Background: an optimization exercise with open tools, aiming at small area, a short achievable clock period and few clock cycles per item. Do not read the settings as production practice.
In this exercise RTL edits were held to simulation tests only and were not proved equivalent to the original.

build 91:
Design FFT, start of the top module:
module FFT(clk, rst_n, in_valid, din_r, din_i, out_valid, dout_r, dout_i);
Size in the first run: roughly 9,800 cells after synthesis, about 1,800 flip-flops, roughly 60 I/O pins.
Settings: LEC_CHECK=0, CAP_MARGIN=20, CORE_MARGIN=2, CORE_UTILIZATION=40, PLACE_DENSITY=0.6, SLEW_MARGIN=20; clock period 12.0 ns.
standard.sh (not shown) runs the stock make flow with config.mk's settings and CLKGATE_MAP_FILE= SYNTH_SCRIPT=/design/flow/synth_recipe.tcl, a recipe that flattens the netlist after the stock synthesis.
==> flow/flow/run.sh <==
#!/bin/bash
set -euo pipefail
export SETUP_SLACK_MARGIN=8
bash standard.sh finish > flow_make.log 2>&1
Every stage of the flow completed for build 91, and the final layout passed the timing, design-rule and antenna checks.
Testbench counts of build 91, summed over its fixed seeds: cycles 26,496, frames 384.
Here is what was changed in the inputs of build 51 compared with build 91.
- PLACE_DENSITY changed from 0.6 to 0.65
- CORE_UTILIZATION changed from 40 to 50
==> flow/flow/run.sh <==
#!/bin/bash
# The standard layout (standard.sh), with repair_timing aiming for extra setup slack.
# The clock, the SDC and every other constraint are unchanged; only the optimisation target moves.
set -euo pipefail
export SETUP_SLACK_MARGIN=8
bash standard.sh synth > synth.log 2>&1
bash standard.sh finish > layout.log 2>&1
Results
The flow did not stop early for build 51: all stages ran, and the layout cleared the timing, design-rule and antenna checks. In the flow results for build 91 and build 51, the register-to-register slack is larger on build 91. Build 91 → build 51: synthesis-to-finish area growth went down; non-filler instance count after layout shrank by 629. Diff build 91 -> build 51 | die extent in y | decrease of about 10%. Starting utilization of the core area ended up 10 points higher on build 51 than on build 91. Proportion of cell area spent on the clock network | build 51 below build 91. Post-placement cell area: higher on build 91. The clock skew after layout in build 51 was higher than what build 91 gave. Between build 91 and build 51, standard-cell row count decreased.
> inputs changed (build 51 -> build 62)
- PLACE_DENSITY changed from 0.65 to 0.6
- CORE_UTILIZATION changed from 50 to 40
--- a/flow/flow/run.sh
+++ b/flow/flow/run.sh
@@ -4,3 +4,3 @@
 set -euo pipefail
-export SETUP_SLACK_MARGIN=8
+export SETUP_SLACK_MARGIN=7.9
 bash standard.sh synth > synth.log 2>&1
### Flow results
- First-iteration DRC count shrinks by a little under 10% when moving from build 51 to build 62.
- Die area for build 62 is higher than for build 51.
- The slowest cell on the critical path comes out a211oi_1 in one run and fa_2 in the other, namely in build 62 and build 51 respectively.
- TritonCTS buffer count, build 62 and build 51, lower one = build 51.
- Going from build 51 to build 62, total iterations of the first detailed-routing run shrinks by 1.
- Build 62 vs build 51: total of plain and repair buffers excluding clock buffers down by a little under 10%

---

## blue
FFT, a different RTL version from the one above (not shown whole).
Size: roughly 1700 flip-flops, ~60 I/O pins.
export LEC_CHECK = 0
export CAP_MARGIN = 20
export CORE_MARGIN = 2
export CORE_UTILIZATION = 60
export PLACE_DENSITY = 0.7
export SLEW_MARGIN = 20
create_clock -name core_clock -period 12.0 [get_ports {clk}]
==> flow/flow/run.sh <==
#!/bin/bash
set -euo pipefail
export SETUP_SLACK_MARGIN=8
bash standard.sh finish > flow_make.log 2>&1
blue: all stages complete, timing, DRC and antenna checks passed
Testbench counts of blue, summed over its fixed seeds: cycles 26,496, frames 384.
Edits applied to the flow inputs when going from blue to red:
# blue
export LEC_CHECK = 0
export CAP_MARGIN = 20
export CORE_MARGIN = 2
export CORE_UTILIZATION = 60
export PLACE_DENSITY = 0.7
export SLEW_MARGIN = 20
create_clock -name core_clock -period 12.0 [get_ports {clk}]
# red
export LEC_CHECK = 0
export CAP_MARGIN = 20
export CORE_MARGIN = 2
export CORE_UTILIZATION = 40
export PLACE_DENSITY = 0.6
export SLEW_MARGIN = 20
create_clock -name core_clock -period 12.0 [get_ports {clk}]
- Diff blue -> red | number of standard-cell rows in the floorplan | increase of 33
- Relative to blue, total global routing track utilization has decreased by 13 points in red.
- Per the comparison of red with blue, final cell count now sits higher, initial antenna violation count now larger, fraction of final layout cells with drive strength greater than 1 now larger.
- In red the routed wire length turned out about 2% higher than in blue.
- [diff] post-route worst setup slack, red relative to blue: improvement
- Compared with blue, the router placed fewer vias in red.

==> separate check: timing with driven ports <==
The results above use ideal ports. As a check the final layouts listed here were re-extracted and re-timed, cells and wires unchanged.
Step 1 sets driving cells, clkbuf_16 on the clock port and buf_2 on the other inputs (assumed; they add their load-dependent delay and slew).
Step 2, shift: input delay + t, output delay - t, t = (earliest + latest rising clock arrival at the registers) / 2. This alone moves slack from input paths to output paths.
a / b / c = ideal ports / drivers / drivers and shift; a / b = the first two.
run | t (ns) | setup WS [ns] | hold WS [ns]
build 91 | 0.915 | 7.992 / 7.992 / 7.320 | 0.324 / 0.324 / 0.324
build 51 | 0.914 | 7.938 / 7.938 / 7.279 | 0.309 / 0.309 / 0.309
build 62 | 0.899 | 7.928 / 7.875 / 7.098 | 0.317 / 0.317 / 0.317
blue | 0.921 | 7.357 / 7.357 / 7.357 | 0.318 / 0.318 / 0.318
red | 0.934 | 7.498 / 7.498 / 7.498 | 0.297 / 0.297 / 0.297
After both steps every run listed still meets setup and hold. For build 62, which loses most, drivers alone change the setup slack by -0.053 ns; drivers and shift together by -0.830 ns.
